This design comes from an exercise in tuning for small area, a short achievable clock period and few clock cycles per item on the open sky130 flow, not from production work. The RTL was checked by simulation tests, not by an equivalence proof against the original design.

==> flow/design.v <==
module reliability_LUT(
    input   [6:0]   K,
    output  [127:0] fz,
    output  [31:0]  r0_4,
    output  [15:0]  r0_8,
    output  [7:0]   r0_16,
    output  [3:0]   r0_32,
    output  [1:0]   r0_64,
    output  [15:0]  r1_8,
    output  [7:0]   r1_16,
    output  [3:0]   r1_32
);
    wire [128:1] lt;
    genvar c;
    generate for (c = 1; c <= 128; c = c + 1) begin: g_lt
        assign lt[c] = ({1'b0, K} < c);
    end endgenerate
    assign fz[0] = lt[128];
    assign fz[1] = lt[127];
    assign fz[2] = lt[126];
    assign fz[3] = lt[124];
    assign fz[4] = lt[120];
    assign fz[5] = lt[112];
    assign fz[6] = lt[96];
    assign fz[7] = lt[125];
    assign fz[8] = lt[123];
    assign fz[9] = lt[64];
    assign fz[10] = lt[119];
    assign fz[11] = lt[122];
    assign fz[12] = lt[111];
    assign fz[13] = lt[118];
    assign fz[14] = lt[110];
    assign fz[15] = lt[116];
    assign fz[16] = lt[95];
    assign fz[17] = lt[63];
    assign fz[18] = lt[108];
    assign fz[19] = lt[94];
    assign fz[20] = lt[104];
    assign fz[21] = lt[92];
    assign fz[22] = lt[121];
    assign fz[23] = lt[62];
    assign fz[24] = lt[117];
    assign fz[25] = lt[88];
    assign fz[26] = lt[60];
    assign fz[27] = lt[109];
    assign fz[28] = lt[115];
    assign fz[29] = lt[80];
    assign fz[30] = lt[114];
    assign fz[31] = lt[56];
    assign fz[32] = lt[107];
    assign fz[33] = lt[93];
    assign fz[34] = lt[102];
    assign fz[35] = lt[48];
    assign fz[36] = lt[91];
    assign fz[37] = lt[103];
    assign fz[38] = lt[106];
    assign fz[39] = lt[90];
    assign fz[40] = lt[32];
    assign fz[41] = lt[61];
    assign fz[42] = lt[87];
    assign fz[43] = lt[100];
    assign fz[44] = lt[59];
    assign fz[45] = lt[86];
    assign fz[46] = lt[79];
    assign fz[47] = lt[54];
    assign fz[48] = lt[58];
    assign fz[49] = lt[84];
    assign fz[50] = lt[47];
    assign fz[51] = lt[78];
    assign fz[52] = lt[55];
    assign fz[53] = lt[113];
    assign fz[54] = lt[76];
    assign fz[55] = lt[105];
    assign fz[56] = lt[52];
    assign fz[57] = lt[46];
    assign fz[58] = lt[72];
    assign fz[59] = lt[101];
    assign fz[60] = lt[31];
    assign fz[61] = lt[89];
    assign fz[62] = lt[44];
    assign fz[63] = lt[99];
    assign fz[64] = lt[85];
    assign fz[65] = lt[30];
    assign fz[66] = lt[40];
    assign fz[67] = lt[98];
    assign fz[68] = lt[57];
    assign fz[69] = lt[83];
    assign fz[70] = lt[28];
    assign fz[71] = lt[77];
    assign fz[72] = lt[82];
    assign fz[73] = lt[53];
    assign fz[74] = lt[24];
    assign fz[75] = lt[75];
    assign fz[76] = lt[51];
    assign fz[77] = lt[74];
    assign fz[78] = lt[45];
    assign fz[79] = lt[71];
    assign fz[80] = lt[16];
    assign fz[81] = lt[50];
    assign fz[82] = lt[43];
    assign fz[83] = lt[70];
    assign fz[84] = lt[29];
    assign fz[85] = lt[42];
    assign fz[86] = lt[68];
    assign fz[87] = lt[39];
    assign fz[88] = lt[27];
    assign fz[89] = lt[97];
    assign fz[90] = lt[38];
    assign fz[91] = lt[26];
    assign fz[92] = lt[23];
    assign fz[93] = lt[36];
    assign fz[94] = lt[81];
    assign fz[95] = lt[22];
    assign fz[96] = lt[73];
    assign fz[97] = lt[15];
    assign fz[98] = lt[49];
    assign fz[99] = lt[20];
    assign fz[100] = lt[69];
    assign fz[101] = lt[14];
    assign fz[102] = lt[41];
    assign fz[103] = lt[12];
    assign fz[104] = lt[67];
    assign fz[105] = lt[37];
    assign fz[106] = lt[8];
    assign fz[107] = lt[66];
    assign fz[108] = lt[25];
    assign fz[109] = lt[35];
    assign fz[110] = lt[21];
    assign fz[111] = lt[34];
    assign fz[112] = lt[19];
    assign fz[113] = lt[13];
    assign fz[114] = lt[18];
    assign fz[115] = lt[11];
    assign fz[116] = lt[10];
    assign fz[117] = lt[7];
    assign fz[118] = lt[6];
    assign fz[119] = lt[65];
    assign fz[120] = lt[4];
    assign fz[121] = lt[33];
    assign fz[122] = lt[17];
    assign fz[123] = lt[9];
    assign fz[124] = lt[5];
    assign fz[125] = lt[3];
    assign fz[126] = lt[2];
    assign fz[127] = lt[1];
    assign r0_4[0] = lt[124];
    assign r0_4[1] = lt[96];
    assign r0_4[2] = lt[64];
    assign r0_4[3] = lt[110];
    assign r0_4[4] = lt[63];
    assign r0_4[5] = lt[62];
    assign r0_4[6] = lt[60];
    assign r0_4[7] = lt[56];
    assign r0_4[8] = lt[48];
    assign r0_4[9] = lt[90];
    assign r0_4[10] = lt[32];
    assign r0_4[11] = lt[54];
    assign r0_4[12] = lt[47];
    assign r0_4[13] = lt[55];
    assign r0_4[14] = lt[46];
    assign r0_4[15] = lt[31];
    assign r0_4[16] = lt[30];
    assign r0_4[17] = lt[28];
    assign r0_4[18] = lt[24];
    assign r0_4[19] = lt[45];
    assign r0_4[20] = lt[16];
    assign r0_4[21] = lt[29];
    assign r0_4[22] = lt[26];
    assign r0_4[23] = lt[22];
    assign r0_4[24] = lt[15];
    assign r0_4[25] = lt[12];
    assign r0_4[26] = lt[8];
    assign r0_4[27] = lt[21];
    assign r0_4[28] = lt[11];
    assign r0_4[29] = lt[6];
    assign r0_4[30] = lt[4];
    assign r0_4[31] = lt[1];
    assign r0_8[0] = lt[96];
    assign r0_8[1] = lt[64];
    assign r0_8[2] = lt[62];
    assign r0_8[3] = lt[56];
    assign r0_8[4] = lt[48];
    assign r0_8[5] = lt[32];
    assign r0_8[6] = lt[47];
    assign r0_8[7] = lt[31];
    assign r0_8[8] = lt[28];
    assign r0_8[9] = lt[24];
    assign r0_8[10] = lt[16];
    assign r0_8[11] = lt[22];
    assign r0_8[12] = lt[12];
    assign r0_8[13] = lt[8];
    assign r0_8[14] = lt[6];
    assign r0_8[15] = lt[1];
    assign r0_16[0] = lt[64];
    assign r0_16[1] = lt[56];
    assign r0_16[2] = lt[32];
    assign r0_16[3] = lt[31];
    assign r0_16[4] = lt[24];
    assign r0_16[5] = lt[16];
    assign r0_16[6] = lt[8];
    assign r0_16[7] = lt[1];
    assign r0_32[0] = lt[56];
    assign r0_32[1] = lt[31];
    assign r0_32[2] = lt[16];
    assign r0_32[3] = lt[1];
    assign r0_64[0] = lt[31];
    assign r0_64[1] = lt[1];
    assign r1_8[0] = ~lt[128];
    assign r1_8[1] = ~lt[123];
    assign r1_8[2] = ~lt[121];
    assign r1_8[3] = ~lt[117];
    assign r1_8[4] = ~lt[107];
    assign r1_8[5] = ~lt[100];
    assign r1_8[6] = ~lt[113];
    assign r1_8[7] = ~lt[101];
    assign r1_8[8] = ~lt[98];
    assign r1_8[9] = ~lt[82];
    assign r1_8[10] = ~lt[70];
    assign r1_8[11] = ~lt[97];
    assign r1_8[12] = ~lt[73];
    assign r1_8[13] = ~lt[67];
    assign r1_8[14] = ~lt[65];
    assign r1_8[15] = ~lt[33];
    assign r1_16[0] = ~lt[128];
    assign r1_16[1] = ~lt[121];
    assign r1_16[2] = ~lt[107];
    assign r1_16[3] = ~lt[113];
    assign r1_16[4] = ~lt[98];
    assign r1_16[5] = ~lt[97];
    assign r1_16[6] = ~lt[73];
    assign r1_16[7] = ~lt[65];
    assign r1_32[0] = ~lt[128];
    assign r1_32[1] = ~lt[113];
    assign r1_32[2] = ~lt[98];
    assign r1_32[3] = ~lt[73];
endmodule
module pe #(parameter W = 14) (
    input  signed [W-1:0] a,
    input  signed [W-1:0] b,
    input                 g,       
    input                 u,
    input                 na,      
    input                 nb,      
    output signed [W:0]   z,
    output                nz,      
    output                sS,      
    output                sD,      
    output                nzo,     
    output                zS,      
    output                zD       
);
    wire signed [W:0] S = a + b;
    wire signed [W:0] D = b - a;
    wire sa = a[W-1];
    wire sb = b[W-1];
    wire sel = (sa == sb) ? (D[W] ^ ~sa) : (S[W] ^ sa);
    wire signed [W:0] ax = a;
    wire signed [W:0] bx = b;
    wire sp = u ^ na ^ nb;
    assign z  = g ? (sp ? D : S) : (sel ? ax : bx);
    assign nz = g ? nb : ((sel ? sb : sa) ^ na ^ nb);
    assign sS = S[W];
    assign sD = D[W];
    wire [W:0] ax1 = ax, bx1 = bx;
    wire sz = ((ax1 ^ bx1) == {(ax1[W-1:0] | bx1[W-1:0]), 1'b0});
    wire dz = (a == b);
    assign nzo = g ? ~(sp ? dz : sz) : (|a & |b);
    assign zS = sz;
    assign zD = dz;
endmodule
module polar_decoder (
    input           clk,
    input           rst_n,
    input           module_en,
    output          proc_done,
    output  [ 10:0] raddr,
    input   [191:0] rdata,
    output  [  5:0] waddr,
    output  [139:0] wdata
);
    integer i, j;
    genvar gi;
    localparam ST_IDLE = 3'd0, ST_P1 = 3'd1, ST_PZ = 3'd2, ST_TOP = 3'd3,
               ST_TREE = 3'd4, ST_CWZ = 3'd5, ST_KF = 3'd6, ST_DONE = 3'd7;
    reg [2:0]  st;
    reg [6:0]  K, Kn, P;
    reg        knv, kf2, pcap;
    reg [5:0]  p;
    reg [10:0] cwbase;       
    reg [1:0]  q;
    reg [3:0]  ts;
    reg [2:0]  lv;
    reg [2:0]  pos;
    reg        actg;
    reg [1:0]  lstep;
    reg [1:0]  blr, ul;
    reg [10:0] raddr_r;
    reg [5:0]  waddr_r;
    reg        wd_clr, cwd1, dn1;
    reg [5:0]  p_d;
    reg        done;
    reg [126:0] wd;
    reg [6:0]  dec_idx;
    assign raddr = raddr_r;
    assign waddr = waddr_r;
    assign wdata = {13'd0, wd};
    assign proc_done = done;
    reg [191:0] hold;
    reg signed [13:0] B5 [0:31];
    reg signed [14:0] B4 [0:15];
    reg signed [15:0] B3 [0:7];
    reg signed [16:0] B2 [0:3];
    reg [3:0] nz2r;
    reg [31:0] F5;
    reg [15:0] F4;
    reg [7:0]  F3;
    reg [3:0]  F2;
    reg [3:0]  PS4;
    reg [7:0]  PS8;
    reg [15:0] PS16;
    reg [31:0] PS32;
    reg [63:0] PS64;
    reg        pv, pvo, pr1;
    reg [2:0]  pfs;
    reg [1:0]  pchunk;
    reg [3:0]  praw;
    reg [3:0]  pfz, pcomb, pmask;
    reg [4:0]  pw;
    wire [3:0]  PS4e;
    wire [7:0]  PS8e;
    wire [15:0] PS16e;
    wire [63:0] PS64e;
    wire [127:0] fz;
    wire [31:0]  r0_4;
    wire [15:0]  r0_8, r1_8;
    wire [7:0]   r0_16;
    wire [3:0]   r0_32;
    wire [1:0]   r0_64;
    wire [7:0]   r1_16;
    wire [3:0]   r1_32;
    reliability_LUT lut (.K(K), .fz(fz), .r0_4(r0_4), .r0_8(r0_8), .r0_16(r0_16),
                         .r0_32(r0_32), .r0_64(r0_64), .r1_8(r1_8), .r1_16(r1_16), .r1_32(r1_32));
    wire [6:0] Kx = (st == ST_KF) ? rdata[16:10] : Kn;
    wire [127:0] fzx_unused;
    wire [31:0]  r0x_4;
    wire [15:0]  r0x_8, r1x_8;
    wire [7:0]   r0x_16;
    wire [3:0]   r0x_32;
    wire [1:0]   r0x_64;
    wire [7:0]   r1x_16;
    wire [3:0]   r1x_32;
    reliability_LUT lutx (.K(Kx), .fz(fzx_unused), .r0_4(r0x_4), .r0_8(r0x_8), .r0_16(r0x_16),
                          .r0_32(r0x_32), .r0_64(r0x_64), .r1_8(r1x_8), .r1_16(r1x_16), .r1_32(r1x_32));
    wire [1:0] firstq_x = !r0x_32[0] ? 2'd0 : !r0x_32[1] ? 2'd1 : !r0x_32[2] ? 2'd2 : 2'd3;
    wire       zero_x   = (Kx == 7'd0);
    wire [1:0] firstq   = !r0_32[0] ? 2'd0 : !r0_32[1] ? 2'd1 : !r0_32[2] ? 2'd2 : 2'd3;
    reg [31:0] s_fz;
    reg [7:0]  s_r0_4;
    reg [3:0]  s_r0_8, s_r1_8;
    reg [1:0]  s_r0_16, s_r1_16;
    reg        s_r1_32;
    always @(posedge clk) begin
        if (st == ST_TOP && ts == 4'd2) begin
            s_fz    <= fz[{q, 5'd0} +: 32];
            s_r0_4  <= r0_4[{q, 3'd0} +: 8];
            s_r0_8  <= r0_8[{q, 2'd0} +: 4];
            s_r1_8  <= r1_8[{q, 2'd0} +: 4];
            s_r0_16 <= r0_16[{q, 1'd0} +: 2];
            s_r1_16 <= r1_16[{q, 1'd0} +: 2];
            s_r1_32 <= r1_32[q];
        end
    end
    reg  [3:0] fzq;                     
    wire in_top  = (st == ST_TOP);
    wire in_tree = (st == ST_TREE);
    reg m_topa, m_topb, m_l5, m_l4, m_l3, m_l2;
    reg s_b5lo, s_b4lo;        
    reg we5a, we5b, we4;
    reg r0left;
    always @* begin
        case (lv)
        3'd5: r0left = s_r0_16[0];
        3'd4: r0left = s_r0_8[{pos[2], 1'b0}];
        default: r0left = s_r0_4[{pos[2:1], 1'b0}];
        endcase
    end
    wire tree_g = actg | r0left;              
    wire tree_u_en = actg & ~r0left;
    reg [1:0] topk;
    always @* begin
        case (ts)
        4'd2: topk = 2'd2;
        4'd4: topk = 2'd0;
        4'd6: topk = 2'd3;
        default: topk = 2'd1;
        endcase
    end
    wire signed [18:0] pz [0:15];
    wire ps_S [0:15];
    wire ps_D [0:15];
    wire [15:0] pnz, ps_zS, ps_zD, pzf;
    generate for (gi = 0; gi < 16; gi = gi + 1) begin: g_pe
        localparam W = (gi < 6) ? 17 : (gi < 8) ? 15 : 14;
        localparam LX = (gi == 0) ? 0 : (gi == 1) ? 1 : (gi == 2) ? 0 : (gi == 3) ? 0 : 2;
        localparam LY = (gi == 0) ? 2 : (gi == 1) ? 3 : (gi == 2) ? 1 : (gi == 3) ? 3 : (gi == 4) ? 1 : 3;
        localparam [3:0] GI = gi;
        reg signed [W-1:0] a, b;
        reg gg, uu;
        wire signed [W-1:0] h2 = $signed(hold[12*gi +: 12]);
        wire signed [W-1:0] h1 = $signed(rdata[12*gi +: 12]);
        wire [W-1:0] b5hi = B5[16 + gi];
        wire [W-1:0] b5lo = B5[gi];
        wire [W-1:0] b4lo = B4[gi];
        reg af, bf;
        wire tg = m_topa ? q[1] : m_topb ? q[0] : (tree_g & ~m_l2);
        wire tu = (m_topa & q[1] & ~r0_64[0] & PS64e[{topk, GI}]) |
                  (m_topb & q[0] & ~r0_32[{q[1], 1'b0}] & PS32[{ts[3], GI}]) |
                  (tree_u_en & ((m_l5 & PS16e[gi]) | (m_l4 & PS8e[gi & 7]) | (m_l3 & PS4e[gi & 3])));
        if (gi >= 8) begin: c5
            always @* begin
                af = (s_b4lo & F4[gi]) | (m_l5 & F5[16 + gi]);
                bf = s_b5lo & F5[gi];
                a = ({W{m_topa}} & h2) | ({W{m_topb}} & b4lo) | ({W{m_l5}} & b5hi);
                b = ({W{m_topa}} & h1) | ({W{s_b5lo}} & b5lo);
            end
        end else if (gi >= 6) begin: c4
            wire [W-1:0] b4hi = B4[8 + gi];
            always @* begin
                af = (s_b4lo & F4[gi]) | (m_l5 & F5[16 + gi]);
                bf = (s_b5lo & F5[gi]) | (m_l4 & F4[8 + gi]);
                a = ({W{m_topa}} & h2) | ({W{s_b4lo}} & b4lo) | ({W{m_l5}} & b5hi);
                b = ({W{m_topa}} & h1) | ({W{s_b5lo}} & b5lo) | ({W{m_l4}} & b4hi);
            end
        end else if (gi >= 4) begin: c4l
            wire [W-1:0] b4hi = B4[8 + gi];
            wire [W-1:0] b2lo = B2[LX];
            wire [W-1:0] b2hi = B2[LY];
            always @* begin
                af = (s_b4lo & F4[gi]) | (m_l5 & F5[16 + gi]) | (m_l2 & F2[LX]);
                bf = (s_b5lo & F5[gi]) | (m_l4 & F4[8 + gi]) | (m_l2 & F2[LY]);
                a = ({W{m_topa}} & h2) | ({W{s_b4lo}} & b4lo) | ({W{m_l5}} & b5hi) | ({W{m_l2}} & b2lo);
                b = ({W{m_topa}} & h1) | ({W{s_b5lo}} & b5lo) | ({W{m_l4}} & b4hi) | ({W{m_l2}} & b2hi);
            end
        end else if (gi >= 2) begin: c3
            wire [W-1:0] b4hi = B4[8 + gi];
            wire [W-1:0] b3lo = B3[gi];
            wire [W-1:0] b3hi = B3[4 + gi];
            wire [W-1:0] b2lo = B2[LX];
            wire [W-1:0] b2hi = B2[LY];
            always @* begin
                af = (s_b4lo & F4[gi]) | (m_l5 & F5[16 + gi]) | (m_l3 & F3[gi]) | (m_l2 & F2[LX]);
                bf = (s_b5lo & F5[gi]) | (m_l4 & F4[8 + gi]) | (m_l3 & F3[4 + gi]) | (m_l2 & F2[LY]);
                a = ({W{m_topa}} & h2) | ({W{s_b4lo}} & b4lo) | ({W{m_l5}} & b5hi) | ({W{m_l3}} & b3lo) | ({W{m_l2}} & b2lo);
                b = ({W{m_topa}} & h1) | ({W{s_b5lo}} & b5lo) | ({W{m_l4}} & b4hi) | ({W{m_l3}} & b3hi) | ({W{m_l2}} & b2hi);
            end
        end else begin: c2
            wire [W-1:0] b4hi = B4[8 + gi];
            wire [W-1:0] b3lo = B3[gi];
            wire [W-1:0] b3hi = B3[4 + gi];
            wire [W-1:0] b2lo = B2[LX];
            wire [W-1:0] b2hi = B2[LY];
            always @* begin
                af = (s_b4lo & F4[gi]) | (m_l5 & F5[16 + gi]) | (m_l3 & F3[gi]) | (m_l2 & F2[LX]);
                bf = (s_b5lo & F5[gi]) | (m_l4 & F4[8 + gi]) | (m_l3 & F3[4 + gi]) | (m_l2 & F2[LY]);
                a = ({W{m_topa}} & h2) | ({W{s_b4lo}} & b4lo) | ({W{m_l5}} & b5hi) | ({W{m_l3}} & b3lo) | ({W{m_l2}} & b2lo);
                b = ({W{m_topa}} & h1) | ({W{s_b5lo}} & b5lo) | ({W{m_l4}} & b4hi) | ({W{m_l3}} & b3hi) | ({W{m_l2}} & b2hi);
            end
        end
        always @* begin
            gg = tg; uu = tu;
        end
        wire signed [W:0] z;
        pe #(.W(W)) u_pe (.a(a), .b(b), .g(gg), .u(uu), .na(af), .nb(bf), .z(z), .nz(pzf[gi]), .sS(ps_S[gi]), .sD(ps_D[gi]), .nzo(pnz[gi]), .zS(ps_zS[gi]), .zD(ps_zD[gi]));
        assign pz[gi] = z;
    end endgenerate
    wire [3:0] sgn2, es2, nz2;
    generate for (gi = 0; gi < 4; gi = gi + 1) begin: g_l2
        assign sgn2[gi] = B2[gi][16];
        assign es2[gi]  = B2[gi][16] ^ F2[gi];
        assign nz2[gi]  = nz2r[gi];
    end endgenerate
    wire caseL = fzq[0] & ~fzq[1];
    wire caseR = fzq[2] & ~fzq[3];
    function gtf(input sx, input sy, input sS, input sD, input zS, input zD);
        gtf = (!sx && !sy) ? sD : (sx && sy) ? (!sD && !zD) : (!sx && sy) ? (!sS && !zS) : sS;
    endfunction
    function ltf(input sx, input sy, input sS, input sD, input zS, input zD);
        ltf = (!sx && !sy) ? (!sD && !zD) : (sx && sy) ? sD : (!sx && sy) ? sS : (!sS && !zS);
    endfunction
    function srf(input bl, input fx, input fy, input sS, input sD, input zS, input zD);
        srf = ((bl ^ fx ^ fy) ? (sD & ~zD) : (sS & ~zS)) ^ (fy & ~((bl ^ fx ^ fy) ? zD : zS));
    endfunction
    wire gt01 = gtf(sgn2[0], sgn2[1], ps_S[2], ps_D[2], ps_zS[2], ps_zD[2]);
    wire gt10 = ltf(sgn2[0], sgn2[1], ps_S[2], ps_D[2], ps_zS[2], ps_zD[2]);
    wire gt03 = gtf(sgn2[0], sgn2[3], ps_S[3], ps_D[3], ps_zS[3], ps_zD[3]);
    wire gt30 = ltf(sgn2[0], sgn2[3], ps_S[3], ps_D[3], ps_zS[3], ps_zD[3]);
    wire gt21 = gtf(sgn2[2], sgn2[1], ps_S[4], ps_D[4], ps_zS[4], ps_zD[4]);
    wire gt12 = ltf(sgn2[2], sgn2[1], ps_S[4], ps_D[4], ps_zS[4], ps_zD[4]);
    wire gt23 = gtf(sgn2[2], sgn2[3], ps_S[5], ps_D[5], ps_zS[5], ps_zD[5]);
    wire gt32 = ltf(sgn2[2], sgn2[3], ps_S[5], ps_D[5], ps_zS[5], ps_zD[5]);
    wire G01 = (gt01 | gt03) & (gt21 | gt23);
    wire G10 = (gt10 | gt12) & (gt30 | gt32);
    wire sl0 = (es2[0] ^ es2[2]) & nz2[0] & nz2[2];
    wire sl1 = (es2[1] ^ es2[3]) & nz2[1] & nz2[3];
    wire lu0 = ~fzq[0] & (sl0 ^ sl1);
    wire sumL = (sl0 & sl1) | (sl0 & ~sl1 & G01) | (~sl0 & sl1 & G10);
    wire lu1 = ~fzq[1] & (fzq[0] ? sumL : sl1);
    wire lbl0 = lu0 ^ lu1;
    wire lbl1 = lu1;
    wire lu1x = ~fzq[0] & ~fzq[1] & sl1;
    wire bl0x = lu0 ^ lu1x;
    wire sr0_0 = srf(1'b0, F2[0], F2[2], ps_S[0], ps_D[0], ps_zS[0], ps_zD[0]);
    wire sr0_1 = srf(1'b1, F2[0], F2[2], ps_S[0], ps_D[0], ps_zS[0], ps_zD[0]);
    wire sr1_0 = srf(1'b0, F2[1], F2[3], ps_S[1], ps_D[1], ps_zS[1], ps_zD[1]);
    wire sr1_1 = srf(1'b1, F2[1], F2[3], ps_S[1], ps_D[1], ps_zS[1], ps_zD[1]);
    wire sr0 = bl0x ? sr0_1 : sr0_0;
    wire sr1 = lu1x ? sr1_1 : sr1_0;
    wire sr1L = sumL ? sr1_1 : sr1_0;
    wire lu2 = ~fzq[2] & (caseL ? (sumL ? (sr0_1 ^ sr1_1) : (sr0_0 ^ sr1_0)) : (sr0 ^ sr1));
    wire n0 = ((lstep == 2'd2) ? blr[0] : bl0x) ^ F2[0];
    wire n1 = ((lstep == 2'd2) ? blr[1] : lu1x) ^ F2[1];
    wire n2 = F2[2];
    wire n3 = F2[3];
    wire [18:0] x0 = {{2{B2[0][16]}}, B2[0]} ^ {19{n0}};
    wire [18:0] x1 = {{2{B2[1][16]}}, B2[1]} ^ {19{n1}};
    wire [18:0] x2 = {{2{B2[2][16]}}, B2[2]} ^ {19{n2}};
    wire [18:0] x3 = {{2{B2[3][16]}}, B2[3]} ^ {19{n3}};
    wire [18:0] cs1s = x0 ^ x2 ^ x3;
    wire [18:0] cs1c = {(x0[17:0] & x2[17:0]) | (x0[17:0] & x3[17:0]) | (x2[17:0] & x3[17:0]), n0};
    wire [18:0] cs2s = cs1s ^ cs1c ^ x1;
    wire [18:0] cs2c = {(cs1s[17:0] & cs1c[17:0]) | (cs1s[17:0] & x1[17:0]) | (cs1c[17:0] & x1[17:0]), n1};
    wire [18:0] k23  = {17'd0, n2 & n3, n2 ^ n3};
    wire [18:0] cs3s = cs2s ^ cs2c ^ k23;
    wire [18:0] cs3c = {(cs2s[17:0] & cs2c[17:0]) | (cs2s[17:0] & k23[17:0]) | (cs2c[17:0] & k23[17:0]), 1'b0};
    wire [18:0] sum4 = cs3s + cs3c;
    wire lu3 = ~fzq[3] & (fzq[2] ? sum4[18] : (caseL ? sr1L : sr1));
    wire [7:0] sgn3;
    wire nozero3;
    reg  [7:0] nz3;
    generate for (gi = 0; gi < 8; gi = gi + 1) begin: g_l3
        assign sgn3[gi] = B3[gi][15] ^ F3[gi];
        always @* nz3[gi] = |B3[gi];
    end endgenerate
    assign nozero3 = &nz3;
    wire [15:0] sgn4;
    wire [31:0] sgn5;
    reg  [15:0] nz4;
    reg  [31:0] nz5;
    generate for (gi = 0; gi < 16; gi = gi + 1) begin: g_l4
        assign sgn4[gi] = B4[gi][14] ^ F4[gi];
        always @* nz4[gi] = |B4[gi];
    end endgenerate
    generate for (gi = 0; gi < 32; gi = gi + 1) begin: g_l5
        assign sgn5[gi] = B5[(gi + 16) % 32][13] ^ F5[(gi + 16) % 32];
        always @* nz5[gi] = |B5[gi];
    end endgenerate
    wire r1ok3 = m_l3 & ~actg & s_r1_8[pos[2:1]] & nozero3;
    wire r1ok4 = m_l4 & ~actg & s_r1_16[pos[2]] & (&nz4);
    wire r1ok5 = m_l5 & ~actg & s_r1_32 & (&nz5);
    wire r1ok = r1ok3 | r1ok4 | r1ok5;
    wire r1last = (lv == 3'd3) | ((lv == 3'd4) & (lstep == 2'd1)) | ((lv == 3'd5) & (lstep == 2'd3));
    wire [3:0] moreq = {1'b0, ~r0_32[3], ~(r0_32[3] & r0_32[2]), ~(r0_32[3] & r0_32[2] & r0_32[1])};
    wire [10:0] nbase = moreq[q] ? cwbase : cwbase + 11'd33;
    reg [2:0]  st_n;
    reg [6:0]  K_n, Kn_n, P_n;
    reg        knv_n, kf2_n, pcap_n;
    reg [5:0]  p_n;
    reg [10:0] cwbase_n, raddr_n;
    reg [1:0]  q_n;
    reg [3:0]  ts_n;
    reg [2:0]  lv_n, pos_n;
    reg        actg_n;
    reg [1:0]  lstep_n, blr_n, ul_n;
    reg        wd_clr_n, done_n, cwd1_n, dn1_n;
    reg        fin;           
    reg [2:0]  fs;            
    reg [3:0]  leafu;         
    reg        oute;          
    reg        sym;               
    reg        alt, alt_n;        
    reg [3:0]  ccomb, cmask;  
    reg [4:0]  cw;            
    reg        cw_done;
    reg        go;
    reg [2:0]  k;
    always @* begin
        st_n = st; K_n = K; Kn_n = Kn; P_n = P; knv_n = knv; kf2_n = 1'b0; pcap_n = 1'b0;
        p_n = p; cwbase_n = cwbase; raddr_n = raddr_r; q_n = q; ts_n = ts;
        lv_n = lv; pos_n = pos; actg_n = actg; lstep_n = lstep; blr_n = blr; ul_n = ul;
        alt_n = ~alt;
        wd_clr_n = cwd1; cwd1_n = 1'b0; dn1_n = dn1; done_n = 1'b0;
        fin = 1'b0; fs = 3'd2; leafu = 4'd0;
        oute = 1'b0; ccomb = 0; cmask = 0; cw = 0;
        cw_done = 1'b0; go = 1'b0; sym = 1'b0;
        case (st)
        ST_IDLE: begin
            raddr_n = 11'd1;
            if (module_en && !done) begin
                K_n = rdata[16:10];
                p_n = 6'd0;
                cwbase_n = 11'd2;
                knv_n = 1'b0;
                wd_clr_n = 1'b1;
                raddr_n = 11'd0;
                st_n = ST_P1;
            end
        end
        ST_P1: begin
            if (K == 7'd0) begin
                st_n = ST_PZ;
            end else begin
                st_n = ST_TOP; ts_n = 4'd0; q_n = firstq;
                raddr_n = cwbase + 11'd2;
                pcap_n = 1'b1;
            end
        end
        ST_PZ: begin
            P_n = rdata[6:0];
            st_n = ST_CWZ;
        end
        ST_CWZ: begin
            cw_done = 1'b1;
        end
        ST_KF: begin
            if (kf2) begin
                K_n = rdata[16:10];
                if (zero_x) st_n = ST_CWZ;
                else begin
                    st_n = ST_TOP; ts_n = 4'd0; q_n = firstq_x;
                    raddr_n = cwbase + 11'd2;
                end
            end else kf2_n = 1'b1;
        end
        ST_TOP: begin
            if (pcap) P_n = rdata[6:0];
            ts_n = ts + 4'd1;
            case (ts)
            4'd0: raddr_n = cwbase + 11'd6;
            4'd1: raddr_n = cwbase + 11'd0;
            4'd2: raddr_n = cwbase + 11'd4;
            4'd3: raddr_n = cwbase + 11'd3;
            4'd4: raddr_n = cwbase + 11'd7;
            4'd5: raddr_n = cwbase + 11'd1;
            4'd6: raddr_n = cwbase + 11'd5;
            4'd7: raddr_n = cwbase + 11'd32;     
            default: ;
            endcase
            if (ts == 4'd9) begin
                Kn_n = rdata[16:10];
                knv_n = 1'b1;
            end
            if (ts == 4'd9) begin
                raddr_n = nbase + 11'd2; alt_n = 1'b0;
                st_n = ST_TREE; lv_n = 3'd5; pos_n = 3'd0; actg_n = 1'b0; lstep_n = 2'd0;
            end
        end
        ST_TREE: begin
            raddr_n = alt ? nbase + 11'd2 : nbase + 11'd6;
            if (lv == 3'd2) begin
                case (lstep)
                2'd0: begin
                    if (caseL && caseR) begin
                        ul_n = {lu1, lu0};
                        blr_n = {lbl1, lbl0};
                        lstep_n = 2'd2;
                    end else begin
                        fin = 1'b1; fs = 3'd2;
                        leafu = {lu3, lu2, lu1, lu0};
                    end
                end
                default: begin
                    fin = 1'b1; fs = 3'd2;
                    leafu = {lu3, 1'b0, ul[1], ul[0]};
                end
                endcase
            end else if (r1ok) begin
                oute = 1'b1;
                if (r1last) begin
                    fin = 1'b1; fs = lv;
                end else begin
                    lstep_n = lstep + 2'd1;
                end
            end else begin
                lv_n = lv - 3'd1;
                actg_n = 1'b0;
                lstep_n = 2'd0;
                if (tree_g) begin
                    case (lv)
                    3'd5: pos_n = pos + 3'd4;
                    3'd4: pos_n = pos + 3'd2;
                    default: pos_n = pos + 3'd1;
                    endcase
                end
            end
        end
        ST_DONE: begin
            dn1_n = 1'b1;
            if (dn1) begin
                done_n = 1'b1;
                st_n = ST_IDLE;
                dn1_n = 1'b0;
            end
            raddr_n = 11'd1;
        end
        default: st_n = ST_IDLE;
        endcase
        if (fin) begin
            lstep_n = 2'd0;
        end
        if (fin && fs == 3'd2) oute = 1'b1;
        cmask = {~r0_32[{q[1], 1'b0}], ~s_r0_16[0], ~s_r0_8[{pos[2], 1'b0}], ~s_r0_4[{pos[2:1], 1'b0}]};
        go = fin & (fs == 3'd2);
        if (go) begin
            if (pos[0]) begin
                ccomb[0] = 1'b1;
            end else if (!s_r0_4[{pos[2:1], 1'b1}]) begin
                cw[0] = 1'b1; go = 1'b0;
                lv_n = 3'd3; pos_n = {pos[2:1], 1'b0}; actg_n = 1'b1;
            end
        end
        go = go | (fin & (fs == 3'd3));
        if (go) begin
            if (pos[1]) begin
                ccomb[1] = 1'b1;
            end else if (!s_r0_8[{pos[2], 1'b1}]) begin
                cw[1] = 1'b1; go = 1'b0;
                lv_n = 3'd4; pos_n = {pos[2], 2'b00}; actg_n = 1'b1;
            end
        end
        go = go | (fin & (fs == 3'd4));
        if (go) begin
            if (pos[2]) begin
                ccomb[2] = 1'b1;
            end else if (!s_r0_16[1]) begin
                cw[2] = 1'b1; go = 1'b0;
                lv_n = 3'd5; pos_n = 3'd0; actg_n = 1'b1;
            end
        end
        go = go | (fin & (fs == 3'd5));
        if (go) begin
            if (q[0]) begin
                ccomb[3] = 1'b1;
            end else if (!r0_32[{q[1], 1'b1}]) begin
                cw[3] = 1'b1; go = 1'b0;
                sym = ~q[1] | r0_64[0];
                st_n = ST_TOP; ts_n = (alt | sym) ? 4'd2 : 4'd1; q_n = {q[1], 1'b1};
                raddr_n = cwbase + ((alt | sym) ? 11'd0 : 11'd6);
            end
        end
        if (go) begin
            if (!q[1] && !r0_64[1]) begin
                cw[4] = 1'b1; go = 1'b0;
                sym = r0_64[0];
                st_n = ST_TOP; ts_n = (alt | sym) ? 4'd2 : 4'd1; q_n = r0_32[2] ? 2'd3 : 2'd2;
                raddr_n = cwbase + ((alt | sym) ? 11'd0 : 11'd6);
            end else begin
                cw_done = 1'b1;
            end
        end
        if (cw_done) begin
            if (p == P - 7'd1) begin
                st_n = ST_DONE;
            end else begin
                p_n = p + 6'd1;
                cwbase_n = cwbase + 11'd33;
                cwd1_n = 1'b1;
                knv_n = 1'b0;
                if (knv) begin
                    K_n = Kn;
                    if (zero_x) st_n = ST_CWZ;
                    else begin
                        sym = 1'b1;
                        st_n = ST_TOP; ts_n = (st == ST_TREE) ? ((alt | sym) ? 4'd2 : 4'd1) : 4'd0; q_n = firstq_x;
                        raddr_n = cwbase + 11'd33 + ((st == ST_TREE) ? ((alt | sym) ? 11'd0 : 11'd6) : 11'd2);
                    end
                end else begin
                    st_n = ST_KF;
                    raddr_n = cwbase + 11'd32;
                end
            end
        end
    end
    wire [3:0] fzq_n = s_fz[{pos_n, 2'b00} +: 4];
    always @(posedge clk or negedge rst_n) begin
        if (!rst_n) begin
            alt <= 1'b0; fzq <= 4'd0;
            st <= ST_IDLE; K <= 0; Kn <= 0; P <= 0; knv <= 0; kf2 <= 0; pcap <= 0;
            p <= 0; cwbase <= 0; raddr_r <= 11'd1; q <= 0; ts <= 0;
            lv <= 0; pos <= 0; actg <= 0; lstep <= 0; blr <= 0; ul <= 0;
            wd_clr <= 0; done <= 0; waddr_r <= 0; cwd1 <= 0; dn1 <= 0; p_d <= 0;
            pv <= 0; pvo <= 0;
        end else begin
            st <= st_n; K <= K_n; Kn <= Kn_n; P <= P_n; knv <= knv_n; kf2 <= kf2_n; pcap <= pcap_n;
            p <= p_n; cwbase <= cwbase_n; raddr_r <= raddr_n; q <= q_n; ts <= ts_n;
            lv <= lv_n; pos <= pos_n; actg <= actg_n; lstep <= lstep_n; blr <= blr_n; ul <= ul_n;
            wd_clr <= wd_clr_n; done <= done_n; cwd1 <= cwd1_n; dn1 <= dn1_n;
            p_d <= p; waddr_r <= p_d; alt <= alt_n; fzq <= fzq_n;
            pv <= fin; pvo <= oute;
        end
    end
    wire tn = (st_n == ST_TOP);
    wire rn = (st_n == ST_TREE);
    always @(posedge clk or negedge rst_n) begin
        if (!rst_n) begin
            s_b5lo <= 0; s_b4lo <= 0; m_topa <= 0; m_topb <= 0; m_l5 <= 0; m_l4 <= 0; m_l3 <= 0; m_l2 <= 0;
            we5a <= 0; we5b <= 0; we4 <= 0;
        end else begin
            m_topa <= tn & ((ts_n == 4'd2) | (ts_n == 4'd4) | (ts_n == 4'd6) | (ts_n == 4'd8));
            m_topb <= tn & ((ts_n == 4'd5) | (ts_n == 4'd9));
            s_b5lo <= (tn & ((ts_n == 4'd5) | (ts_n == 4'd9))) | (rn & (lv_n == 3'd5));
            s_b4lo <= (tn & ((ts_n == 4'd5) | (ts_n == 4'd9))) | (rn & (lv_n == 3'd4));
            m_l5   <= rn & (lv_n == 3'd5);
            m_l4   <= rn & (lv_n == 3'd4);
            m_l3   <= rn & (lv_n == 3'd3);
            m_l2   <= rn & (lv_n == 3'd2);
            we5a   <= tn & ((ts_n == 4'd2) | (ts_n == 4'd6) | (ts_n == 4'd9));
            we5b   <= tn & (ts_n == 4'd5);
            we4    <= (tn & ((ts_n == 4'd4) | (ts_n == 4'd8))) | (rn & (lv_n == 3'd5));
        end
    end
    always @(posedge clk) begin
        pfs <= lv; pr1 <= (lv != 3'd2); pchunk <= lstep;
        praw <= leafu; pfz <= fzq;
        pcomb <= ccomb; pmask <= cmask; pw <= cw & {5{fin}};
    end
    wire        pwv = pv;
    reg  [7:0] X;
    always @* begin
        case (pfs)
        3'd3: X = sgn3;
        3'd4: X = pchunk[0] ? sgn4[15:8] : (sgn4[7:0] ^ sgn4[15:8]);
        default: begin
            case (pchunk)
            2'd0: X = sgn5[7:0] ^ sgn5[15:8] ^ sgn5[23:16] ^ sgn5[31:24];
            2'd1: X = sgn5[15:8] ^ sgn5[31:24];
            2'd2: X = sgn5[23:16] ^ sgn5[31:24];
            default: X = sgn5[31:24];
            endcase
        end
        endcase
    end
    reg  [7:0] pbt;
    reg  [7:0] poutc;
    reg  [3:0] poutn;
    reg  [2:0] kk;
    always @* begin
        pbt = pr1 ? X : {4'd0, praw};
        for (i = 0; i < 8; i = i + 1) if ((i & 1) == 0) pbt[i] = pbt[i] ^ pbt[i+1];
        for (i = 0; i < 8; i = i + 1) if ((i & 2) == 0) pbt[i] = pbt[i] ^ pbt[i+2];
        for (i = 0; i < 8; i = i + 1) if ((i & 4) == 0) pbt[i] = pbt[i] ^ pbt[i+4];
        poutc = 8'd0;
        if (pr1) begin
            poutc = pbt;
            poutn = 4'd8;
        end else begin
            kk = 3'd0;
            for (i = 0; i < 4; i = i + 1) begin
                if (!pfz[i]) begin
                    poutc[kk] = praw[i];
                    kk = kk + 3'd1;
                end
            end
            poutn = {1'b0, kk};
        end
    end
    wire [3:0]  pb4  = {praw[3], praw[2] ^ praw[3], praw[1] ^ praw[3], praw[0] ^ praw[1] ^ praw[2] ^ praw[3]};
    wire [7:0]  pb8  = (pfs == 3'd3) ? sgn3 : pcomb[0] ? {pb4, (PS4 & {4{pmask[0]}}) ^ pb4} : {4'd0, pb4};
    wire [15:0] pb16 = (pfs == 3'd4) ? sgn4 : pcomb[1] ? {pb8, (PS8 & {8{pmask[1]}}) ^ pb8} : {8'd0, pb8};
    wire [31:0] pb32 = (pfs == 3'd5) ? sgn5 : pcomb[2] ? {pb16, (PS16 & {16{pmask[2]}}) ^ pb16} : {16'd0, pb16};
    wire [63:0] pb64 = pcomb[3] ? {pb32, (PS32 & {32{pmask[3]}}) ^ pb32} : {32'd0, pb32};
    wire w4  = pwv & pw[0];
    wire w8  = pwv & pw[1];
    wire w16 = pwv & pw[2];
    wire w32 = pwv & pw[3];
    wire w64 = pwv & pw[4];
    assign PS4e  = w4  ? pb4  : PS4;
    assign PS8e  = w8  ? pb8  : PS8;
    assign PS16e = w16 ? pb16 : PS16;
    assign PS64e = w64 ? pb64 : PS64;
    wire [127:0] onehot = 128'd1 << dec_idx;
    reg  [126:0] wd_n;
    always @* begin
        for (i = 0; i < 127; i = i + 1) begin
            wd_n[i] = wd[i];
            for (j = 0; j < 8; j = j + 1)
                if (i >= j) wd_n[i] = wd_n[i] | (onehot[i-j] & poutc[j]);
        end
    end
    always @(posedge clk) begin
        if (wd_clr) begin
            wd <= 0;
            dec_idx <= 0;
        end else if (pvo) begin
            wd <= wd_n;
            dec_idx <= dec_idx + poutn;
        end
    end
    always @(posedge clk) begin
        hold  <= rdata;
        if (w4)  PS4  <= pb4;
        if (w8)  PS8  <= pb8;
        if (w16) PS16 <= pb16;
        if (w32) PS32 <= pb32;
        if (w64) PS64 <= pb64;
        for (i = 0; i < 16; i = i + 1) begin
            if (we5a) begin B5[i] <= pz[i][13:0]; F5[i] <= pzf[i]; end
            if (we5b) begin B5[16+i] <= pz[i][13:0]; F5[16+i] <= pzf[i]; end
            if (we4)  begin B4[i] <= pz[i][14:0]; F4[i] <= pzf[i]; end
        end
        for (i = 0; i < 8; i = i + 1)
            if (m_l4) begin B3[i] <= pz[i][15:0]; F3[i] <= pzf[i]; end
        for (i = 0; i < 4; i = i + 1)
            if (m_l3) begin
                B2[i] <= pz[i][16:0];
                F2[i] <= pzf[i];
                nz2r[i] <= pnz[i];
            end
    end
endmodule
==> flow/run.sh <==
#!/bin/bash
# synth_recipe.tcl (not shown) runs the flow's synth.tcl, then flattens the netlist and writes it again
# the make line also repeats each setting of config.mk as NAME=value (left out here)
make -C /OpenROAD-flow-scripts/flow DESIGN_CONFIG=/design/flow/config.mk WORK_HOME=/design/flow/orfs CLKGATE_MAP_FILE= SYNTH_SCRIPT=/design/flow/synth_recipe.tcl finish
==> flow/config.mk <==
export PLATFORM = sky130hd
export DESIGN_NAME = polar_decoder
export DESIGN_NICKNAME = polar_decoder
export VERILOG_FILES = /design/flow/design.v
export SDC_FILE = /design/flow/constraint.sdc
export NUM_CORES = 8
export LEC_CHECK = 0
export CAP_MARGIN = 20
export CORE_MARGIN = 2
export CORE_UTILIZATION = 40
export SETUP_SLACK_MARGIN = 5
export SLEW_MARGIN = 20
==> flow/constraint.sdc <==
create_clock -name core_clock -period 12.0 [get_ports {clk}]
set_input_delay 2.4000 -clock core_clock [delete_from_list [all_inputs] [get_ports {clk}]]
set_output_delay 2.4000 -clock core_clock [all_outputs]
set_load 0.01 [all_outputs]
==> results.sh, run 1 <==
export IMPL_gp_congestion=1.04
export IMPL_yosys_area_top_type="edfxtp_1"
export IMPL_design_portCount=353
export IMPL_cp_max_fo=118
export IMPL_maxSlewHeadroom=0.163
export IMPL_period_minus_slack_ns=6.90
export IMPL_finalMaxSlewViolations=0
export IMPL_nets=13000
export IMPL_grt_pass1_wl_mm=700
export IMPL_synth_edf_count=1029
export IMPL_critPathKind="flip-flop to flip-flop"
export IMPL_antenna_found_initial=66
export IMPL_dr_pass1_iters=16
export IMPL_synth_top_family_by_area="compound AO/OA/AOI/OAI gates"
export IMPL_die_area_um2=280000
export IMPL_skew_ns=0.0684
export IMPL_synthDistinctLibCells=119
export IMPL_cp_num_buf_inv=3
export IMPL_first_iter_violations=16100
export IMPL_root_buffer="clkbuf_16"
export IMPL_cp_cell_sequence="buf_4, buf_16, a22oi_1, nand3_1, inv_1, ha_1, a211oi_1, o21ai_0, a41o_1, o21ai_0, a21oi_1, o2111a_1, a31oi_1, or4b_2, o22ai_2, a311o_1, mux2i_1, o21a_1"
export IMPL_drtAntennaViolNets=0
export IMPL_finalNonFillerCells=15900
export IMPL_hpwl_mm=368
export IMPL_num_vias=104000
export IMPL_fin_setup_tns_ns=0
export IMPL_grt_pass1_vias=96900
export IMPL_clk_pin_slew_ns=0.07
export IMPL_worstPathArrival_ns=7.70
export IMPL_setup_violations=0
export IMPL_seq_area_um2=42500
export IMPL_drc=0
export IMPL_cpLargestDelayFamily="compound AO/OA/AOI/OAI gates"
export IMPL_routed_wl_mm=495
export IMPL_crit_required_ns=12.80
export IMPL_syn_cell_area_um2=110000
export IMPL_clk_latency_ns=0.93
export IMPL_viasPerCell=6.55
export IMPL_synth_common_cells="nand2_1, nor2_1, edfxtp_1"
export IMPL_muxShareOfSynthArea=0.0462
export IMPL_cts_buffers_inserted=186
export IMPL_fmax_mhz=145
export IMPL_finalCritPeriodShare=0.575
export IMPL_grt_ovfl_total=0
export IMPL_synth_top_cell_area_share=0.280
export IMPL_hold_violations=0
export IMPL_path_common_cell="o21ai_0"
export IMPL_portBuffers=339
export IMPL_row_count=192
export IMPL_synth_simple_area_share=0.168
export IMPL_die_y_um=529
export IMPL_place_area_um2=117000
export IMPL_synth_seq_cells=1581
export IMPL_dieWidth_um=529
export IMPL_cpPeakStageDelay_ns=0.74
export IMPL_synth_most_common_cell="nand2_1"
export IMPL_synthAdderAreaFrac=0.0913
export IMPL_rsz0062_at_grt="false"
export IMPL_placed_cells=15500
export IMPL_initial_core_util=0.403
export IMPL_yosysWarnings=9
export IMPL_core_area_um2=274000
export IMPL_fillers=26100
export IMPL_cts_path_max_buffers=4
export IMPL_avgSynthCellArea_um2=9.11
export IMPL_cp_start_kind="flip-flop"
export IMPL_multi_input_area_um2=62600
export IMPL_outcome="timing/DRC/antenna clean"
export IMPL_dominantRegCellSynth="edfxtp_1"
export IMPL_cts_sinks=1581
export IMPL_worst_path_max_delay_cell="dfrtp_4"
export IMPL_cap_viol_max_count=0
export IMPL_endpoint_kind="flip-flop"
export IMPL_synthArstFlopShare=0.0677
export IMPL_htreeDepth=4
export IMPL_synth_compound_area_share=0.206
export IMPL_finalInstanceArea_um2=124000
export IMPL_synthCells=12100
export IMPL_synth_xor_area_frac=0.0503
export IMPL_grtUsageTotal=0.338
export IMPL_yosysSeqAreaShare=0.385
export IMPL_cts_tree="built"
export IMPL_worst_pin_slew_ns=1.25
export IMPL_synth_area_leaders="edfxtp_1, dfxtp_1, ha_1"
export IMPL_wire_per_inst_um=31.3
export IMPL_final_util=0.451
export IMPL_grt_max_degree=164
export IMPL_hold_path_class="flip-flop to flip-flop"
export IMPL_syn_to_final_growth_pct=12.1
export IMPL_drive_gt1_frac=0.0639
stage by stage:
stage	hold WS (ns)	setup slack [ns]
after global routing	0.360	5.02
after CTS	0.349	5.00
after global placement	0.333	3.87
after detailed placement	0.336	3.81
after floorplan	0.331	5.11
final	0.347	5.10
final cells by class:
type	instances	area share
multi-input cells	9068	0.506
flip-flops and latches	1581	0.344
repair buffers	536	0.0411
clock buffers	233	0.0410
well taps	3589	0.0363
inverters	714	0.0217
clock inverters	112	0.00917
diodes	19	0.000385
cells in the final DEF (no fill, tap or decap), types with 37 or more instances in the layout:
cell type / instances
o21bai_1: 127
ha_1: 674
clkbuf_16: 190
and2_1: 62
nor2b_1: 176
mux2_2: 77
buf_4: 181
edfxtp_1: 1029
dfrtp_1: 92
o21ai_0: 480
a211oi_1: 80
nand4_1: 155
a221oi_1: 176
a222oi_1: 136
nand3_1: 273
nor3_1: 435
fa_1: 73
inv_1: 706
dfxtp_1: 445
o221ai_1: 272
a21oi_1: 634
and3_1: 79
a22oi_1: 312
a31oi_1: 82
nand2b_1: 96
xnor2_1: 362
nand2_1: 1141
o211ai_1: 86
nor2_1: 1074
nor4_1: 267
a22o_1: 105
o22ai_1: 154
a21o_1: 114
clkdlybuf4s50_1: 338
or3_1: 53
or2_2: 37
o21a_1: 48
xor2_1: 213
o31ai_1: 60
mux2i_1: 390
timing repair:
item | in CTS | in global routing
gates resized for setup | 1 | 20
hold buffers | 0 | 0
pin swaps | 0 | 3
gates cloned | 0 | 3
buffers inserted | 0 | 9
setup endpoints to repair | 4 | 281
per-layer routing:
metal	routed length (um)	part of all wire	up-vias	GRT usage
met4	31700	0.064	68	0.182
met2	212000	0.43	6850	0.508
li1	-	-	45000	-
met5	485	0.00098	-	0
met3	55900	0.11	1221	0.0794
met1	196000	0.39	50700	0.448
logic make-up (layout without fill, tap and decap cells):
logic type	after synthesis	after routing
AND/OR/NAND/NOR	3966	3966
AO/OA/AOI/OAI	3228	3228
flip-flops	1581	1581
buffers and inverters	1464	1595
adder cells (fa/ha/maj)	764	764
XOR/XNOR	612	614
multiplexers	483	483
other	1	32
registers in the layout, summed over array words and instances, names as in the netlist, 32 cells and up:
register and flops:
B4 240, B2 68, s_fz 32, hold 192
PS64 64, B3 128, wd 127, PS32 32
F5 32, B5 448
path summary, 6_finish.rpt:
| kind | from | endpoint | slack (ns) | depth (start not counted) |
|---|---|---|---|---|
| max | m_l4 | praw[3] | 5.10 | 18 |
| min | p_d[0] | waddr_r[0] | 0.35 | 0 |
| max reg2reg | m_l4 | praw[3] | 5.10 | 18 |
| min reg2reg | p_d[0] | waddr_r[0] | 0.35 | 0 |
| max in group asynchronous | rst_n | m_l5 | 8.99 | 2 |
| min in group asynchronous | rst_n | K[2] | 1.54 | 1 |
Testbench counts, summed over its fixed seeds: cycles 60,770, packets 864.
==> run 2, diff against run 1 <==
--- a/flow/design.v
+++ b/flow/design.v
@@ -879,3 +879,4 @@
     assign PS64e = w64 ? pb64 : PS64;
-    wire [127:0] onehot = 128'd1 << dec_idx;
+    wire [15:0] win = {8'd0, poutc} << dec_idx[2:0];
+    wire [15:0] blk = 16'd1 << dec_idx[6:3];
     reg  [126:0] wd_n;
@@ -883,5 +884,4 @@
         for (i = 0; i < 127; i = i + 1) begin
-            wd_n[i] = wd[i];
-            for (j = 0; j < 8; j = j + 1)
-                if (i >= j) wd_n[i] = wd_n[i] | (onehot[i-j] & poutc[j]);
+            wd_n[i] = wd[i] | (blk[i / 8] & win[i % 8]);
+            if (i >= 8) wd_n[i] = wd_n[i] | (blk[i / 8 - 1] & win[8 + i % 8]);
         end
==> results.sh, run 2 <==
export IMPL_outcome="timing/DRC/antenna clean"
export IMPL_synth_seq_cells=1581
export IMPL_final_util=0.455
export IMPL_synth_top_cell_area_share=0.300
export IMPL_top_regs="B5 (448), B4 (240), hold (192)"
export IMPL_grtUsageTotal=0.322
export IMPL_nets=12000
export IMPL_cts_tree="built"
export IMPL_wire_per_inst_um=30.1
export IMPL_cts_sinks=1581
export IMPL_fin_setup_tns_ns=0
export IMPL_fmax_mhz=145
export IMPL_clk_latency_ns=0.89
export IMPL_synth_area_leaders="edfxtp_1, dfxtp_1, ha_1"
export IMPL_initial_core_util=0.401
export IMPL_layout_commonest_cell="nand2_1"
export IMPL_design_portCount=353
export IMPL_worstPathArrival_ns=7.49
export IMPL_skew_ns=0.0779
export IMPL_largest_register_ffs=448
export IMPL_drtAntennaViolNets=0
export IMPL_grt_pass1_vias=86400
export IMPL_gp_congestion=1.04
export IMPL_avgSynthCellArea_um2=9.44
export IMPL_die_area_um2=261000
export IMPL_core_area_um2=256000
export IMPL_grt_max_degree=132
export IMPL_hold_start="p_d[3]"
export IMPL_period_minus_slack_ns=6.91
export IMPL_synth_common_cells="nand2_1, edfxtp_1, nor2_1"
export IMPL_cpPeakStageDelay_ns=0.83
export IMPL_synth_most_common_cell="nand2_1"
export IMPL_fillers=24300
export IMPL_drc=0
export IMPL_synthDistinctLibCells=110
export IMPL_root_buffer="clkbuf_16"
export IMPL_worst_pin_slew_ns=1.23
export IMPL_hold_slack_ns=0.329
export IMPL_syn_cell_area_um2=103000
export IMPL_maxSlewHeadroom=0.175
export IMPL_drive_gt1_frac=0.0686
export IMPL_dieWidth_um=511
export IMPL_critPathKind="input port to flip-flop"
export IMPL_cpLargestDelayFamily="compound AO/OA/AOI/OAI gates"
export IMPL_grt_pass1_wl_mm=623
export IMPL_clk_pin_slew_ns=0.06
export IMPL_cp_max_fo=7
export IMPL_dominantRegCellSynth="edfxtp_1"
export IMPL_row_count=186
export IMPL_endpoint_kind="flip-flop"
export IMPL_placed_cells=14200
export IMPL_yosysSeqAreaShare=0.413
export IMPL_hold_violations=0
export IMPL_routed_wl_mm=439
export IMPL_die_y_um=511
export IMPL_hold_buffers=0
export IMPL_portBuffers=339
export IMPL_rsz0062_at_grt="true"
export IMPL_syn_to_final_growth_pct=13.4
export IMPL_cp_num_buf_inv=2
export IMPL_first_iter_violations=13000
export IMPL_cp_start_kind="input port"
export IMPL_synth_edf_count=1029
export IMPL_finalNonFillerCells=14600
export IMPL_cts_buffers_inserted=183
export IMPL_finalMaxSlewViolations=0
export IMPL_setup_violations=0
export IMPL_yosys_area_top_type="edfxtp_1"
export IMPL_critical_path_startpoint="rdata[57]"
export IMPL_yosysWarnings=9
export IMPL_final_cell_mix="nand2_1, edfxtp_1, nor2_1"
export IMPL_grt_ovfl_total=0
export IMPL_regToRegStartpoint="m_l3"
export IMPL_cp_cell_sequence="clkdlybuf4s50_1, a22oi_1, nand3_1, ha_1, or3_1, nor3_1, o21a_1, nor4_1, a21oi_1, buf_4, nand2b_1, nand2_1, a21oi_1, a21boi_0, o21bai_1, xnor2_1, nor2_1, xnor2_1"
export IMPL_hpwl_mm=335
export IMPL_num_vias=92100
export IMPL_hold_path_class="flip-flop to flip-flop"
export IMPL_cap_viol_max_count=0
export IMPL_finalCritPeriodShare=0.576
export IMPL_worst_path_max_delay_cell="a21oi_1"
export IMPL_viasPerCell=6.32
export IMPL_synthCells=10900
export IMPL_synthArstFlopShare=0.0677
export IMPL_cts_path_max_buffers=3
export IMPL_htreeDepth=4
export IMPL_crit_required_ns=12.58
export IMPL_antenna_found_initial=39
export IMPL_top_register="B5"
export IMPL_dr_pass1_iters=13
-- run 2: changes by cell type in the layout (fill, tap and decap cells not counted), sizes merged, moves of 25 or more --
| cell | previous run | this run |
|---|---|---|
| nor2 | 1080 | 805 |
| o221ai | 273 | 14 |
| nor3 | 443 | 186 |
| nor2b | 177 | 57 |
| a21oi | 643 | 754 |
| nand2 | 1143 | 1040 |
| mux2i | 392 | 303 |
| o21ai | 493 | 572 |
| o22ai | 155 | 91 |
| a221oi | 180 | 119 |
| xor2 | 214 | 262 |
| and3 | 80 | 39 |
| o211ai | 86 | 121 |
| clkbuf | 234 | 259 |
-- run 2: per-layer routing --
metal	vias to the layer above	track usage	part of all wire
met1	45300	0.434	0.41
met4	34	0.157	0.056
li1	40400	-	-
met3	903	0.0761	0.11
met2	5476	0.484	0.43
met5	-	0	0.00051
-- run 2: per-stage QoR --
step	setup WS (ns)	area, um2
global placement	4.18	110000
CTS	5.00	116000
floorplan	5.15	103000
finish	5.09	117000
detailed placement	4.01	110000
global route	4.98	117000
-- run 2: area by class of cell --
type,instances,area (um2),area share
Multi-Input combinational cell,7995,55900,0.479
Sequential cell,1581,42500,0.364
Clock buffer,254,5260,0.0450
Timing Repair Buffer,533,4940,0.0423
Tap cell,3384,4230,0.0363
Inverter,726,2730,0.0233
Clock inverter,91,1110,0.00955
Antenna cell,19,47.5,0.000407
-- run 2: repair_timing --
action / CTS / global route
hold endpoints to repair: 0 / 0
gates cloned: 0 / 1
pin swaps: 0 / 2
buffers inserted: 0 / 9
gates resized for setup: 1 / 19
setup endpoints to repair: 1 / 231
-- run 2: final timing paths --
kind	endpoint	slack, ns	cells after the start
max in group asynchronous	we4	8.92	2
min in group asynchronous	q[0]	1.66	1
min	waddr_r[3]	0.33	0
max	F4[4]	5.09	18
max reg2reg	B5[19][3]	5.15	18
min reg2reg	waddr_r[3]	0.33	0
-- run 2: cells by family (layout without fill, tap and decap cells) --
| kind of cell | Yosys count | in the layout | synth area share |
|---|---|---|---|
| buffers and inverters | 1341 | 1604 | 0.0498 |
| and+or+nand+nor | 3116 | 3116 | 0.141 |
| muxes | 395 | 395 | 0.0402 |
| other | 1 | 32 | 0.0000364 |
| adders and majority gates | 764 | 764 | 0.0979 |
| DFF | 1581 | 1581 | 0.413 |
| xor gates and xnor gates | 662 | 663 | 0.0580 |
| AOI/OAI and AO/OA | 3044 | 3044 | 0.201 |
-- run 2: worst reg2reg max path: stages (launching register included) --
cell and delay [ns]:
dfrtp_4 0.95, buf_4 0.82, a22oi_1 0.55, nand3_1 0.55
inv_1 0.09, ha_1 0.37, a21o_1 0.18, a21oi_1 0.23
o21ai_0 0.23, a21o_1 0.26, a41o_1 0.32, a21oi_1 0.56
nor2_1 0.24, xnor2_2 0.17, buf_4 0.34, nor2_1 0.08
a21oi_1 0.12, nor2_1 0.05, a21oi_1 0.46
Testbench counts of run 2, summed over its fixed seeds: cycles 60,770, packets 864.

-- static timing again, ports no longer ideal --
Ports are ideal in the flow. The routed layouts listed here were re-timed in OpenROAD.
Step 1, drivers: a clkbuf_16 drives clk and a buf_2 each remaining input, both assumed.
Step 2 also shifts input and output timing later by t, the mid clock arrival at the registers, as if the neighbouring blocks saw the same clock.
Slacks: ideal ports / drivers / drivers and shift; pairs: ideal ports / drivers.
run	shift t [ns]	slack for setup (ns)	worst register clock-pin slew, ns	cell pins on the clock port's net
run 1	1.011	5.104 / 5.104 / 4.176	0.08 / 0.08	1
run 2	0.948	5.088 / 5.103 / 4.155	0.07 / 0.07	1
After both steps setup and hold are still met in every run listed. For run 2, which loses most, drivers alone change the setup slack by +0.015 ns; drivers and shift together by -0.933 ns.
